Background: an optimization exercise with open tools, aiming at small area, a short achievable clock period and few clock cycles per item. Do not read the settings as production practice.
In this exercise RTL edits were held to simulation tests only and were not proved equivalent to the original.

==> flow/design.v (excerpt) <==
module shapipe(
    input wire [0:511] message,
    input wire clk,
    input wire reset,
    output wire ready,
    output wire [255:0] hashvalue);
    localparam [31:0] H0 = 32'h6a09e667, H1 = 32'hbb67ae85,
                      H2 = 32'h3c6ef372, H3 = 32'ha54ff53a,
                      H4 = 32'h510e527f, H5 = 32'h9b05688c,
                      H6 = 32'h1f83d9ab, H7 = 32'h5be0cd19;
    function [31:0] ror(input [31:0] x, input integer n);
        ror = (x >> n) | (x << (32 - n));
    endfunction
    function [31:0] bs0(input [31:0] x);    
        bs0 = ror(x, 2) ^ ror(x, 13) ^ ror(x, 22);
    endfunction
    function [31:0] bs1(input [31:0] x);    
        bs1 = ror(x, 6) ^ ror(x, 11) ^ ror(x, 25);
    endfunction
    function [31:0] ss0(input [31:0] x);    
        ss0 = ror(x, 7) ^ ror(x, 18) ^ (x >> 3);
    endfunction
    function [31:0] ss1(input [31:0] x);    
        ss1 = ror(x, 17) ^ ror(x, 19) ^ (x >> 10);
    endfunction
    function [31:0] ch(input [31:0] x, input [31:0] y, input [31:0] z);
        ch = (x & y) ^ (~x & z);
    endfunction
    function [31:0] maj(input [31:0] x, input [31:0] y, input [31:0] z);
        maj = (x & y) | (x & z) | (y & z);
    endfunction
    function [31:0] kc(input [5:0] i);
        case (i)
        6'd00: kc = 32'h428a2f98; 6'd01: kc = 32'h71374491; 6'd02: kc = 32'hb5c0fbcf; 6'd03: kc = 32'he9b5dba5;
        6'd04: kc = 32'h3956c25b; 6'd05: kc = 32'h59f111f1; 6'd06: kc = 32'h923f82a4; 6'd07: kc = 32'hab1c5ed5;
        6'd08: kc = 32'hd807aa98; 6'd09: kc = 32'h12835b01; 6'd10: kc = 32'h243185be; 6'd11: kc = 32'h550c7dc3;
        6'd12: kc = 32'h72be5d74; 6'd13: kc = 32'h80deb1fe; 6'd14: kc = 32'h9bdc06a7; 6'd15: kc = 32'hc19bf174;
        6'd16: kc = 32'he49b69c1; 6'd17: kc = 32'hefbe4786; 6'd18: kc = 32'h0fc19dc6; 6'd19: kc = 32'h240ca1cc;
        6'd20: kc = 32'h2de92c6f; 6'd21: kc = 32'h4a7484aa; 6'd22: kc = 32'h5cb0a9dc; 6'd23: kc = 32'h76f988da;
        6'd24: kc = 32'h983e5152; 6'd25: kc = 32'ha831c66d; 6'd26: kc = 32'hb00327c8; 6'd27: kc = 32'hbf597fc7;
        6'd28: kc = 32'hc6e00bf3; 6'd29: kc = 32'hd5a79147; 6'd30: kc = 32'h06ca6351; 6'd31: kc = 32'h14292967;
        6'd32: kc = 32'h27b70a85; 6'd33: kc = 32'h2e1b2138; 6'd34: kc = 32'h4d2c6dfc; 6'd35: kc = 32'h53380d13;
  ...
Size in the first run: roughly 5400 cells after synthesis, about 770 I/O pins, about 49000 um2 of cells after synthesis.
Settings: LEC_CHECK=0, ABC_CLOCK_PERIOD_IN_PS=4000, CAP_MARGIN=20, CORE_MARGIN=2, CORE_UTILIZATION=55, CTS_CLUSTER_DIAMETER=100, CTS_CLUSTER_SIZE=25, GPL_ROUTABILITY_DRIVEN=0, PLACE_DENSITY=0.65, SLEW_MARGIN=20, TNS_END_PERCENT=100; clock period 11.0 ns.
standard.sh (not shown) runs the stock make flow with config.mk's settings and CLKGATE_MAP_FILE= SYNTH_SCRIPT=/design/flow/synth_recipe.tcl, a recipe that flattens the netlist after the stock synthesis.
==> flow/flow/run.sh <==
#!/bin/bash
set -euo pipefail
export BUFFER_PORTS_ARGS="-buffer_cell sky130_fd_sc_hd__buf_1"
export SETUP_SLACK_MARGIN=6
bash standard.sh > make_finish.log 2>&1
Testbench counts at the start, summed over its fixed seeds: cycles 20,800, items 320.
Next try:
--- a/flow/flow/run.sh
+++ b/flow/flow/run.sh
@@ -4 +4 @@
-export SETUP_SLACK_MARGIN=6
+export SETUP_SLACK_MARGIN=7
- CTS_CLUSTER_DIAMETER: 100 -> unset
- CTS_CLUSTER_SIZE: 25 -> unset
- GPL_ROUTABILITY_DRIVEN: 0 -> unset
- worst hold slack barely changes
- worst setup slack is better by 0.20 ns
- synthesized cell count does not change
- final cell count goes up by about 2.7%
- design area is higher by about 8%
- routed wire length went up by 9.2%
- global-route usage rose by 3.6 points
- critical path depth does not change
- die area is unchanged
Next try:
--- a/flow/flow/run.sh
+++ b/flow/flow/run.sh
@@ -4 +4 @@
-export SETUP_SLACK_MARGIN=7
+export SETUP_SLACK_MARGIN=6
- CTS_CLUSTER_DIAMETER: unset -> 100
- CTS_CLUSTER_SIZE: unset -> 25
- TNS_END_PERCENT: 100 -> 25
=> Design area decreases by about 7%; non-clock buffer count decreases by 87; die area is unchanged; cell count shrinks by 2.7%; maximum frequency shrinks by about 2.7%; critical path depth is lower by 2; via count came out lower by about 4.4%.
Next try:
--- a/flow/flow/run.sh
+++ b/flow/flow/run.sh
@@ -4 +4 @@
-export SETUP_SLACK_MARGIN=6
+export SETUP_SLACK_MARGIN=6.5
- TNS_END_PERCENT: 25 -> 100
What happened: The new run passed the timing, DRC and antenna checks; clock-buffer cell count climbs by 5; area after synthesis stays the same.


The RTL this note starts from:
==> flow/design.v <==
`timescale 1ns/1ns
module shapipe(
    input wire [0:511] message,
    input wire clk,
    input wire reset,
    output wire ready,
    output wire [255:0] hashvalue);
    localparam [31:0] H0 = 32'h6a09e667, H1 = 32'hbb67ae85,
                      H2 = 32'h3c6ef372, H3 = 32'ha54ff53a,
                      H4 = 32'h510e527f, H5 = 32'h9b05688c,
                      H6 = 32'h1f83d9ab, H7 = 32'h5be0cd19;
    function [31:0] ror(input [31:0] x, input integer n);
        ror = (x >> n) | (x << (32 - n));
    endfunction
    function [31:0] bs0(input [31:0] x);    
        bs0 = ror(x, 2) ^ ror(x, 13) ^ ror(x, 22);
    endfunction
    function [31:0] bs1(input [31:0] x);    
        bs1 = ror(x, 6) ^ ror(x, 11) ^ ror(x, 25);
    endfunction
    function [31:0] ss0(input [31:0] x);    
        ss0 = ror(x, 7) ^ ror(x, 18) ^ (x >> 3);
    endfunction
    function [31:0] ss1(input [31:0] x);    
        ss1 = ror(x, 17) ^ ror(x, 19) ^ (x >> 10);
    endfunction
    function [31:0] ch(input [31:0] x, input [31:0] y, input [31:0] z);
        ch = (x & y) ^ (~x & z);
    endfunction
    function [31:0] maj(input [31:0] x, input [31:0] y, input [31:0] z);
        maj = (x & y) | (x & z) | (y & z);
    endfunction
    function [31:0] kc(input [5:0] i);
        case (i)
        6'd00: kc = 32'h428a2f98; 6'd01: kc = 32'h71374491; 6'd02: kc = 32'hb5c0fbcf; 6'd03: kc = 32'he9b5dba5;
        6'd04: kc = 32'h3956c25b; 6'd05: kc = 32'h59f111f1; 6'd06: kc = 32'h923f82a4; 6'd07: kc = 32'hab1c5ed5;
        6'd08: kc = 32'hd807aa98; 6'd09: kc = 32'h12835b01; 6'd10: kc = 32'h243185be; 6'd11: kc = 32'h550c7dc3;
        6'd12: kc = 32'h72be5d74; 6'd13: kc = 32'h80deb1fe; 6'd14: kc = 32'h9bdc06a7; 6'd15: kc = 32'hc19bf174;
        6'd16: kc = 32'he49b69c1; 6'd17: kc = 32'hefbe4786; 6'd18: kc = 32'h0fc19dc6; 6'd19: kc = 32'h240ca1cc;
        6'd20: kc = 32'h2de92c6f; 6'd21: kc = 32'h4a7484aa; 6'd22: kc = 32'h5cb0a9dc; 6'd23: kc = 32'h76f988da;
        6'd24: kc = 32'h983e5152; 6'd25: kc = 32'ha831c66d; 6'd26: kc = 32'hb00327c8; 6'd27: kc = 32'hbf597fc7;
        6'd28: kc = 32'hc6e00bf3; 6'd29: kc = 32'hd5a79147; 6'd30: kc = 32'h06ca6351; 6'd31: kc = 32'h14292967;
        6'd32: kc = 32'h27b70a85; 6'd33: kc = 32'h2e1b2138; 6'd34: kc = 32'h4d2c6dfc; 6'd35: kc = 32'h53380d13;
        6'd36: kc = 32'h650a7354; 6'd37: kc = 32'h766a0abb; 6'd38: kc = 32'h81c2c92e; 6'd39: kc = 32'h92722c85;
        6'd40: kc = 32'ha2bfe8a1; 6'd41: kc = 32'ha81a664b; 6'd42: kc = 32'hc24b8b70; 6'd43: kc = 32'hc76c51a3;
        6'd44: kc = 32'hd192e819; 6'd45: kc = 32'hd6990624; 6'd46: kc = 32'hf40e3585; 6'd47: kc = 32'h106aa070;
        6'd48: kc = 32'h19a4c116; 6'd49: kc = 32'h1e376c08; 6'd50: kc = 32'h2748774c; 6'd51: kc = 32'h34b0bcb5;
        6'd52: kc = 32'h391c0cb3; 6'd53: kc = 32'h4ed8aa4a; 6'd54: kc = 32'h5b9cca4f; 6'd55: kc = 32'h682e6ff3;
        6'd56: kc = 32'h748f82ee; 6'd57: kc = 32'h78a5636f; 6'd58: kc = 32'h84c87814; 6'd59: kc = 32'h8cc70208;
        6'd60: kc = 32'h90befffa; 6'd61: kc = 32'ha4506ceb; 6'd62: kc = 32'hbef9a3f7; default: kc = 32'hc67178f2;
        endcase
    endfunction
    function [31:0] kn(input [5:0] t);
        case (t)
        6'd62: kn = 32'hc67178f2 + H0;
        6'd63: kn = H7;
        default: kn = kc(t + 6'd1);
        endcase
    endfunction
    localparam [31:0] T1C = H7 + bs1(H4) + ch(H4, H5, H6) + 32'h428a2f98;
    localparam [31:0] CA  = T1C + bs0(H0) + maj(H0, H1, H2);
    localparam [31:0] CE  = T1C + H3;
    localparam [31:0] CK1 = H6 + 32'h71374491;
    reg  [6:0]  t;                  
    reg  [31:0] a, b, c, d, e, f, g, hk;
    reg  [31:0] w [0:15];
    wire        run  = ~t[6];
    wire        last = (t[5:0] == 6'd63);
    wire [31:0] s1e = bs1(e);
    wire [31:0] che = ch(e, f, g);
    wire [31:0] s0a = bs0(a);
    wire [31:0] mja = maj(a, b, c);
    wire [31:0] x1 = hk ^ s1e ^ che;
    wire [31:0] y1 = {maj(hk, s1e, che), 1'b0} ;
    wire [31:0] x2 = x1 ^ y1 ^ s0a;
    wire [31:0] y2 = {maj(x1, y1, s0a), 1'b0};
    wire [31:0] x3 = x2 ^ y2 ^ mja;
    wire [31:0] y3 = {maj(x2, y2, mja), 1'b0};
    wire [31:0] xe = x1 ^ y1 ^ d;
    wire [31:0] ye = {maj(x1, y1, d), 1'b0};
    wire [31:0] anew = x3 + y3;
    wire [31:0] enew = xe + ye;
    wire [31:0] wt   = last ? 32'd0 : w[2];
    wire [31:0] hkn  = g + kn(t[5:0]) + wt;
    wire [31:0] wnew = ss1(w[14]) + w[9] + ss0(w[1]) + w[0];
    wire [31:0] dadd = (t[5:0] == 6'd62) ? H4 - H0 : (last ? H3 : 32'd0);
    integer i;
    always @(posedge clk) begin
        if (reset) begin
            t  <= 7'd1;
            a  <= CA + message[0:31];
            b  <= H0;
            c  <= H1;
            d  <= H2;
            e  <= CE + message[0:31];
            f  <= H4;
            g  <= H5;
            hk <= CK1 + message[32:63];
        end else if (run) begin
            t  <= t + 7'd1;
            a  <= anew;
            e  <= enew;
            hk <= hkn;
            d  <= c + dadd;
            if (last) begin
                b <= a + H1;
                c <= b + H2;
                f <= e + H5;
                g <= f + H6;
            end else begin
                b <= a;
                c <= b;
                f <= e;
                g <= f;
            end
        end
    end
    always @(posedge clk) begin
        if (reset) begin
            for (i = 0; i < 16; i = i + 1)
                w[i] <= message[32*i +: 32];
        end else begin
            for (i = 0; i < 15; i = i + 1)
                w[i] <= w[i+1];
            w[15] <= wnew;
        end
    end
    assign ready = t[6];
    assign hashvalue = {a, b, c, d, e, f, g, hk};
endmodule
Settings: LEC_CHECK=0, ABC_CLOCK_PERIOD_IN_PS=4000, CAP_MARGIN=20, CORE_MARGIN=2, CORE_UTILIZATION=55, PLACE_DENSITY=0.65, SLEW_MARGIN=20, TNS_END_PERCENT=100; clock period 11.0 ns.
==> flow/flow/run.sh <==
#!/bin/bash
set -euo pipefail
export BUFFER_PORTS_ARGS="-buffer_cell sky130_fd_sc_hd__buf_1"
export SETUP_SLACK_MARGIN=7
bash standard.sh > make_finish.log 2>&1
The starting point passed the timing, DRC and antenna checks.
Testbench counts at the start, summed over its fixed seeds: cycles 20,800, items 320.
Change:
==> flow/run.sh (new file) <==
#!/bin/bash
# synth_recipe.tcl (not shown) runs the flow's synth.tcl, then flattens the netlist and writes it again
# the make line also repeats each setting of config.mk as NAME=value (left out here)
make -C /OpenROAD-flow-scripts/flow DESIGN_CONFIG=/design/flow/config.mk WORK_HOME=/design/flow/orfs CLKGATE_MAP_FILE= SYNTH_SCRIPT=/design/flow/synth_recipe.tcl finish
Settings changed: ABC_CLOCK_PERIOD_IN_PS 4000 to 4500, CORE_UTILIZATION 55 to 30, PLACE_DENSITY 0.65 to 0.4, SETUP_SLACK_MARGIN set to 5.
removed: flow/flow/run.sh
removed: flow/standard.sh
Result: Die area came out higher by well over a third; clock skew climbs by 8.3 ps; design area grows by a few percent; fmax falls by roughly a tenth; synthesized cell count stays the same.
Change:
==> flow/flow/run.sh (new file) <==
#!/bin/bash
set -euo pipefail
export BUFFER_PORTS_ARGS="-buffer_cell sky130_fd_sc_hd__buf_1"
export SETUP_SLACK_MARGIN=6
bash standard.sh > make_finish.log 2>&1
==> flow/standard.sh (new file) <==
#!/bin/bash
# synth_recipe.tcl (not shown) runs the flow's synth.tcl, then flattens the netlist and writes it again
# the make line also repeats each setting of config.mk as NAME=value (left out here)
make -C /OpenROAD-flow-scripts/flow DESIGN_CONFIG=/design/flow/config.mk WORK_HOME=/design/flow/orfs CLKGATE_MAP_FILE= SYNTH_SCRIPT=/design/flow/synth_recipe.tcl "${@:-finish}"
Settings changed: ABC_CLOCK_PERIOD_IN_PS 4500 to 4000, CORE_UTILIZATION 30 to 55, PLACE_DENSITY 0.4 to 0.65, SETUP_SLACK_MARGIN 5 to unset.
removed: flow/run.sh
Effect: The new run completed with no timing, DRC or antenna violations. Sequential cell count does not change. Synthesized cell count does not change. Clock-buffer cell count is lower by 27. Hold slack is better by 18 ps. Critical path depth is higher by 1. Sequential share of layout area is higher by 2.0 points. Setup slack is better by 550 ps. Design area is lower by 6.9%. Via count is higher by 6.0%.
Change:
==> flow/run.sh (new file) <==
#!/bin/bash
# synth_recipe.tcl (not shown) runs the flow's synth.tcl, then flattens the netlist and writes it again
# the make line also repeats each setting of config.mk as NAME=value (left out here)
make -C /OpenROAD-flow-scripts/flow DESIGN_CONFIG=/design/flow/config.mk WORK_HOME=/design/flow/orfs CLKGATE_MAP_FILE= SYNTH_SCRIPT=/design/flow/synth_recipe.tcl finish
Settings changed: ABC_CLOCK_PERIOD_IN_PS 4000 to unset, CORE_UTILIZATION 55 to 30, PLACE_DENSITY 0.65 to 0.4.
removed: flow/flow/run.sh
removed: flow/standard.sh
Result: Routed wire length increases by about a fifth; hold slack got worse by 9.7 ps; final cell count increases by roughly a tenth; via count decreases by a few percent; fmax decreases by a quarter to a third; cell area increases by a few percent; non-clock buffer count decreases by 158; clock skew increases by 29 ps.
Change:
==> flow/flow/run.sh (new file) <==
#!/bin/bash
set -euo pipefail
export BUFFER_PORTS_ARGS="-buffer_cell sky130_fd_sc_hd__buf_1"
bash standard.sh > make_finish.log 2>&1
==> flow/standard.sh (new file) <==
#!/bin/bash
# synth_recipe.tcl (not shown) runs the flow's synth.tcl, then flattens the netlist and writes it again
# the make line also repeats each setting of config.mk as NAME=value (left out here)
make -C /OpenROAD-flow-scripts/flow DESIGN_CONFIG=/design/flow/config.mk WORK_HOME=/design/flow/orfs CLKGATE_MAP_FILE= SYNTH_SCRIPT=/design/flow/synth_recipe.tcl "${@:-finish}"
Settings changed: ABC_CLOCK_PERIOD_IN_PS set to 4500, SETUP_SLACK_MARGIN set to 5.
removed: flow/run.sh
=>
- register-to-register slack improves by 1900 ps
- design area went down by a few percent

what the ideal ports hide:
The flow's constraints put no driver on any port. The routed layouts listed below were extracted and timed again, unchanged, in two steps.
Step 1 sets driving cells, clkbuf_16 on the clock port and buf_2 on the other inputs (assumed; they add their load-dependent delay and slew).
Step 2 also shifts input and output timing later by t, the mid clock arrival at the registers, as if the neighbouring blocks saw the same clock.
a / b / c = ideal / step 1 / step 2; a / b = the first two.
| run | shift t [ns] | setup slack, ns | worst hold slack (ns) |
|---|---|---|---|
| the first run of note 1 | 0.722 | 5.891 / 5.891 / 5.406 | 0.392 / 0.392 / 0.392 |
| the second run of note 1 | 0.760 | 6.095 / 6.095 / 5.821 | 0.394 / 0.394 / 0.394 |
| the third run of note 1 | 0.712 | 5.957 / 5.957 / 5.477 | 0.402 / 0.402 / 0.402 |
| the fourth run of note 1 | 0.725 | 6.086 / 6.086 / 5.710 | 0.399 / 0.399 / 0.399 |
| the first run of note 2 | 0.758 | 5.956 / 5.956 / 5.728 | 0.444 / 0.444 / 0.444 |
| the second run of note 2 | 0.820 | 5.179 / 5.179 / 4.981 | 0.426 / 0.426 / 0.426 |
| the third run of note 2 | 0.750 | 5.733 / 5.733 / 5.389 | 0.444 / 0.444 / 0.444 |
| the fourth run of note 2 | 0.831 | 3.250 / 3.250 / 3.250 | 0.434 / 0.434 / 0.434 |
| the fifth run of note 2 | 0.812 | 5.185 / 5.185 / 5.185 | 0.420 / 0.420 / 0.420 |
After both steps setup and hold are still met in every run listed. For the first run of note 1, which loses most, drivers alone change the setup slack by 0.000 ns; drivers and shift together by -0.485 ns.
